Context: an optimization exercise on an open-source flow, tuned for small area, a short achievable clock period and few clock cycles. The choices shown serve that exercise and are no tape-out recipe. Function was checked by simulation only, so behaviour that the tests miss may differ from the original.

## DivDebug
module DivDebug(
  input         clock,
                reset,
                io_v,
  input  [31:0] io_a,
                io_b,
  input  [1:0]  io_op,
  output [31:0] io_res,
  output        io_res_valid
);
  localparam [2:0] S_IDLE = 3'd0, S_BIAS = 3'd1, S_ALIGN = 3'd2, S_DIV = 3'd3,
                   S_FIX = 3'd4, S_DONE = 3'd5;
  reg [2:0]  state;
  reg [32:0] R;       
  reg [32:0] Dx;      
  reg [31:0] Q;       
  reg [5:0]  cnt;
  reg        sa;      
  reg        cin;     
  reg        rq;      
  reg        fix;     
  reg        nq;      
  reg        valid;
  wire signd = ~io_op[0];
  wire in_sa = signd & io_a[31];
  wire in_sb = signd & io_b[31];
  wire in_bz = ~|io_b;
  wire in_fix = io_op[1] ? in_sa : (in_sa ^ in_sb);
  wire [33:0] T1 = {R, 1'b1} + {Dx, cin};
  wire [32:0] T = T1[33:1];
  wire        acc = T[32] ~^ sa;
  wire        grow = acc & (Dx[32] ~^ Dx[31]);
  wire [7:0]  nzR, nzD;
  wire [7:0]  zDup;     
  genvar n;
  generate
    for (n = 0; n < 8; n = n + 1) begin : nib
      assign nzR[n] = R[4*n+3:4*n] != {4{R[32]}};
      assign nzD[n] = Dx[4*n+3:4*n] != {4{Dx[32]}};
      assign zDup[n] = ~|nzD[7:n];
    end
  endgenerate
  wire        big = |(nzR[7:1] & zDup[6:0]);
  wire        last = (state == S_DIV) ? (cnt == 6'd1) : (cnt == 6'd0);
  wire        step = (state == S_DIV) | ((state == S_ALIGN) & ~grow & ~big);
  wire [31:0] Qn = {Q[30:0], (acc & step) ^ nq};
  always @(posedge clock) begin
    if (reset) begin
      state <= S_IDLE;
      valid <= 1'b0;
    end else begin
      valid <= 1'b0;
      case (state)
        S_IDLE: if (io_v) begin
  ...
Settings: LEC_CHECK=0, ABC_AREA=1, CAP_MARGIN=20, CORE_MARGIN=2, CORE_UTILIZATION=40, SETUP_SLACK_MARGIN=3.3, SLEW_MARGIN=20; clock period 6.0 ns.
standard.sh (not shown) runs the stock make flow with config.mk's settings and CLKGATE_MAP_FILE= SYNTH_SCRIPT=/design/flow/synth_recipe.tcl, a recipe that flattens the netlist after the stock synthesis.
==> flow/flow/run.sh <==
#!/bin/bash
# The standard layout (the standard.sh, unchanged synthesis and steps), with
# plain sky130_fd_sc_hd__buf_1 cells as the port buffers instead of the default.
set -euo pipefail
export BUFFER_PORTS_ARGS="-buffer_cell sky130_fd_sc_hd__buf_1"
bash standard.sh > standard_sh.log 2>&1
Testbench counts at the start, summed over its fixed seeds: cycles 35,474.
Then changed:
- ABC_AREA: 1 -> not set
- SETUP_SLACK_MARGIN: 3.3 -> 3.0
Effect: The new run produced a clean layout; clock skew grows by 4.0 ps; flip-flop and latch count does not change; synthesized cell count decreases by 24%; register-to-register slack gets worse by 510 ps; final cell count goes down by 18%; maximum frequency fell by 15%; non-clock buffer count rises by 6; worst setup slack loses 510 ps.
Then changed:
==> flow/run.sh (new file) <==
#!/bin/bash
# synth_recipe.tcl (not shown) runs the flow's synth.tcl, then flattens the netlist and writes it again
# the make line also repeats each setting of config.mk as NAME=value (left out here)
make -C /OpenROAD-flow-scripts/flow DESIGN_CONFIG=/design/flow/config.mk WORK_HOME=/design/flow/orfs CLKGATE_MAP_FILE= SYNTH_SCRIPT=/design/flow/synth_recipe.tcl finish
- ABC_AREA: not set -> 1
removed: flow/flow/run.sh
removed: flow/standard.sh
=> The changed run completed with no timing, DRC or antenna violations. Die area came out higher by 5.7%. Via count came out higher by 9.9%. Worst setup slack gets better by 370 ps. First-iteration DRC count rose by 1.3%. Wire length increases by 5.5%. Clock skew goes down by 6.4 ps. Cell area rose by 7.6%.

========
DivDebug, a different RTL version from the one above (not shown whole).
For scale: ~1,100 cells after synthesis, ~100 I/O pins, ~8100 um^2 of cells after synthesis.
export LEC_CHECK = 0
export ABC_AREA = 1
export CAP_MARGIN = 20
export CORE_MARGIN = 2
export CORE_UTILIZATION = 60
export SETUP_SLACK_MARGIN = 3.6
export SLEW_MARGIN = 20
export TNS_END_PERCENT = 5
create_clock -name core_clock -period 6.0 [get_ports {clock}]
==> flow/flow/run.sh <==
#!/bin/bash
# The standard layout (the standard.sh, unchanged synthesis and steps), with
# plain sky130_fd_sc_hd__buf_1 cells as the port buffers instead of the default.
set -euo pipefail
export BUFFER_PORTS_ARGS="-buffer_cell sky130_fd_sc_hd__buf_1"
bash standard.sh > standard_sh.log 2>&1
The starting point ran to the end with no violations.
Testbench counts at the start, summed over its fixed seeds: cycles 35,497.
Next try:
Settings changed: CORE_UTILIZATION 60 to 40, SETUP_SLACK_MARGIN 3.6 to 3.3.
Result: The changed run passed the timing, design-rule and antenna checks. Via count decreases by a few percent. Synthesized cell count is unchanged. Non-clock buffer count climbs by 15. Worst setup slack improved by 0.0042 ns. Routed wire length is lower by a few percent. Area after synthesis stays the same. Fmax barely changes. Cell count increases by a little under a tenth. Sequential cell count is unchanged. Global-route usage falls by 14 points.
Next try:
Settings changed: CORE_UTILIZATION 40 to 50, SETUP_SLACK_MARGIN 3.3 to 3.6.
What happened: Via count fell by 0.97%; design area decreases by 3.3%; global-route usage went up by 7.6 points; core utilization is higher by 12 points; routed wire length came out lower by 1.1%; setup slack improves by 0.14 ns; sequential share of layout area is higher by 0.82 points.
Next try:
Settings changed: CORE_UTILIZATION 50 to 40.
Via count came out lower by 0.55%. Final area is higher by 1.6%. Setup slack loses 0.055 ns. Clock skew went up by 0.0033 ns. Routed wire length rises by 2.6%. Count of clock-buffer cells in the layout rose by 4. Critical path depth goes down by 4. Synthesized cell count stays the same.
Next try:
==> flow/run.sh (new file) <==
#!/bin/bash
# synth_recipe.tcl (not shown) runs the flow's synth.tcl, then flattens the netlist and writes it again
# the make line also repeats each setting of config.mk as NAME=value (left out here)
make -C /OpenROAD-flow-scripts/flow DESIGN_CONFIG=/design/flow/config.mk WORK_HOME=/design/flow/orfs CLKGATE_MAP_FILE= SYNTH_SCRIPT=/design/flow/synth_recipe.tcl finish
removed: flow/flow/run.sh
removed: flow/standard.sh
After rerunning: Synthesized area stays the same. Fmax drops by 0.51%. Routed wire length increases by 3.5%. Via count came out higher by 2.6%. First-iteration DRC count goes down by 7.7%. Cell count increases by 1.3%. Count of clock-buffer cells in the layout is lower by 4. Worst setup slack got worse by 0.014 ns.

========
Another version of the RTL of DivDebug (not shown whole).
Size: ~1200 cells after synthesis, ~8400 µm² of cells after synthesis.
clock: 6.0 ns
lec_check: 0
abc_area: 1
cap_margin: 20
core_margin: 2
core_utilization: 40
setup_slack_margin: 3.3
slew_margin: 20
tns_end_percent: 5
==> flow/flow/run.sh <==
#!/bin/bash
# The standard layout (the standard.sh, unchanged synthesis and steps), with
# plain sky130_fd_sc_hd__buf_1 cells as the port buffers instead of the default.
set -euo pipefail
export BUFFER_PORTS_ARGS="-buffer_cell sky130_fd_sc_hd__buf_1"
bash standard.sh > standard_sh.log 2>&1
The starting point finished with timing, DRC and antenna clean.
Testbench counts at the start, summed over its fixed seeds: cycles 35,308.
Rerun with:
TNS_END_PERCENT = 0   (was 5)
Result:
- The changed run ran to the end with no violations
- global-route usage decreases by 1.8 points
- core utilization increases by 0.22 points
Rerun with:
GPL_ROUTABILITY_DRIVEN = 0   (was unset)
SETUP_SLACK_MARGIN = 3.6   (was 3.3)
TNS_END_PERCENT = 5   (was 0)
=>
- The new run produced a clean layout
- utilization came out higher by 1.1 points
- non-clock buffer count grows by 7
- setup slack improves by 0.010 ns
- register-to-register slack stays flat
- clock skew shrinks by 0.0044 ns
- routed wire length increases by 3.4%
- first-iteration DRC count came out lower by 5.7%
- via count grows by 0.92%
Rerun with:
CTS_BUF_LIST = sky130_fd_sc_hd__clkbuf_4 sky130_fd_sc_hd__clkbuf_8   (was unset)
GPL_ROUTABILITY_DRIVEN = unset   (was 0)
SETUP_SLACK_MARGIN = 3.3   (was 3.6)
TNS_END_PERCENT = unset   (was 5)
Effect: Synthesized cell count does not change; final cell count goes up slightly; worst setup slack loses 0.033 ns; utilization rises by 0.79 points; critical path depth came out higher by 1.

========
run 1:
Starting RTL as in the previous note.
clock: 6.0 ns
lec_check: 0
abc_area: 1
cap_margin: 20
core_margin: 2
core_utilization: 40
cts_buf_list: sky130_fd_sc_hd__clkbuf_8
cts_cluster_size: 10
setup_slack_margin: 3.6
slew_margin: 20
tns_end_percent: 5
Scripts as last shown in full above: flow/flow/run.sh
Testbench counts of run 1, summed over its fixed seeds: cycles 35,308.
Input changes introduced in run 2 (baseline for comparison: run 1):
Settings: CTS_BUF_LIST: sky130_fd_sc_hd__clkbuf_8 -> unset; SETUP_SLACK_MARGIN: 3.6 -> 3.9; CTS_CLUSTER_SIZE: 10 -> unset.
Findings:
Run 2 and run 1 ended up with roughly the same via-per-instance ratio.
In the metrics for run 2 and run 1, the one carrying the higher share of cell area taken by flip-flops and latches is run 2.
Run 2 does better than run 1 on shortest period the worst path allows.
Final-layout fill cell count sits higher in run 2 than in run 1.
Between run 2 and run 1, it is run 2 whose post-route fraction of the period consumed by the critical path is lower, by 0.27 points.
Required time at the endpoint of the critical path on run 2 is down relative to run 1.
Clock buffer count in the final layout: run 2 and run 1 compared, higher one is run 2
Inputs modified between run 2 and run 3:
Settings: changing ABC_AREA from 1 to 0; changing SETUP_SLACK_MARGIN from 3.9 to 3.3.
--- outcome ---
Layout overhead on the synthesized area for run 3: 3.8 points down relative to run 2. Going from run 2 to run 3, arithmetic-cell share of the synthesized area counting full adders, half adders and majority gates grows by 0.17 points. Compared with run 2, in run 3 number of gates resized after CTS now sits higher; die height now sits lower; critical path depth in cells now sits lower. [compare] base=run 2 new=run 3: xor/xnor cell area share of the yosys netlist rose by 1.0 points; share of layout cells above drive strength 1 stayed essentially flat; clock-buffer cell count fell by 1.
### run 3 -> run 4
Settings: SETUP_SLACK_MARGIN changed from 3.3 to 3.6; ABC_AREA changed from 0 to 1.
Compared run 4 vs run 3, and floorplan die area is up in run 4. Of run 4 and run 3, the run reporting the lower pre-CTS setup slack was run 3. Comparing number of placed instances with taps included for run 4 and run 3, the smaller number came from run 3. Going from run 3 to run 4, the worst-case hold slack was found to have gone down by 12 ps.

port drivers added, routing unchanged:
No port has a modelled driver above. Below, the same layouts with a new extraction and two added sets of constraints. Step 1, drivers: a clkbuf_16 drives clock and a buf_2 each remaining input, both assumed. Step 2 times the ports against the registers' clock, not the clock port: input delays grow and output delays shrink by t, the midpoint of the rising clock arrivals with the driver on. Three values: ideal, step 1, step 2; two values: the first two.
| run | t, ns | setup slack, ns | worst hold slack (ns) | clock arrival spread, ns |
|---|---|---|---|---|
| the first run of note 1 | 0.413 | 3.167 / 3.167 / 2.923 | 0.447 / 0.447 / 0.447 | 0.009 / 0.009 |
| the second run of note 1 | 0.413 | 2.653 / 2.653 / 2.592 | 0.457 / 0.457 / 0.457 | 0.013 / 0.014 |
| the third run of note 1 | 0.403 | 3.025 / 3.039 / 2.640 | 0.447 / 0.447 / 0.447 | 0.006 / 0.007 |
| the first run of note 2 | 0.414 | 3.099 / 3.099 / 2.776 | 0.439 / 0.439 / 0.439 | 0.020 / 0.020 |
| the second run of note 2 | 0.411 | 3.103 / 3.103 / 2.807 | 0.461 / 0.461 / 0.461 | 0.013 / 0.014 |
| the third run of note 2 | 0.404 | 3.239 / 3.239 / 2.901 | 0.462 / 0.462 / 0.462 | 0.011 / 0.012 |
| the fourth run of note 2 | 0.407 | 3.185 / 3.185 / 2.940 | 0.457 / 0.457 / 0.457 | 0.015 / 0.014 |
| the fifth run of note 2 | 0.407 | 3.170 / 3.128 / 2.844 | 0.461 / 0.461 / 0.461 | 0.005 / 0.006 |
| the first run of note 3 | 0.407 | 3.092 / 3.092 / 2.770 | 0.440 / 0.440 / 0.440 | 0.018 / 0.017 |
| the second run of note 3 | 0.407 | 3.135 / 3.135 / 2.795 | 0.447 / 0.447 / 0.447 | 0.018 / 0.018 |
| the third run of note 3 | 0.411 | 3.145 / 3.145 / 2.869 | 0.446 / 0.446 / 0.446 | 0.014 / 0.014 |
| the fourth run of note 3 | 0.445 | 3.112 / 3.112 / 2.859 | 0.435 / 0.435 / 0.435 | 0.020 / 0.020 |
| run 1 | 0.439 | 3.126 / 3.126 / 2.818 | 0.438 / 0.438 / 0.438 | 0.015 / 0.015 |
| run 2 | 0.403 | 3.142 / 3.142 / 2.808 | 0.440 / 0.440 / 0.440 | 0.014 / 0.014 |
| run 3 | 0.411 | 2.761 / 2.761 / 2.525 | 0.452 / 0.452 / 0.452 | 0.009 / 0.009 |
| run 4 | 0.403 | 3.142 / 3.142 / 2.808 | 0.440 / 0.440 / 0.440 | 0.014 / 0.014 |
After both steps setup and hold are still met in every run listed. The setup slack of the third run of note 1, which loses most, moves by +0.014 ns with the drivers and by -0.385 ns with both steps.
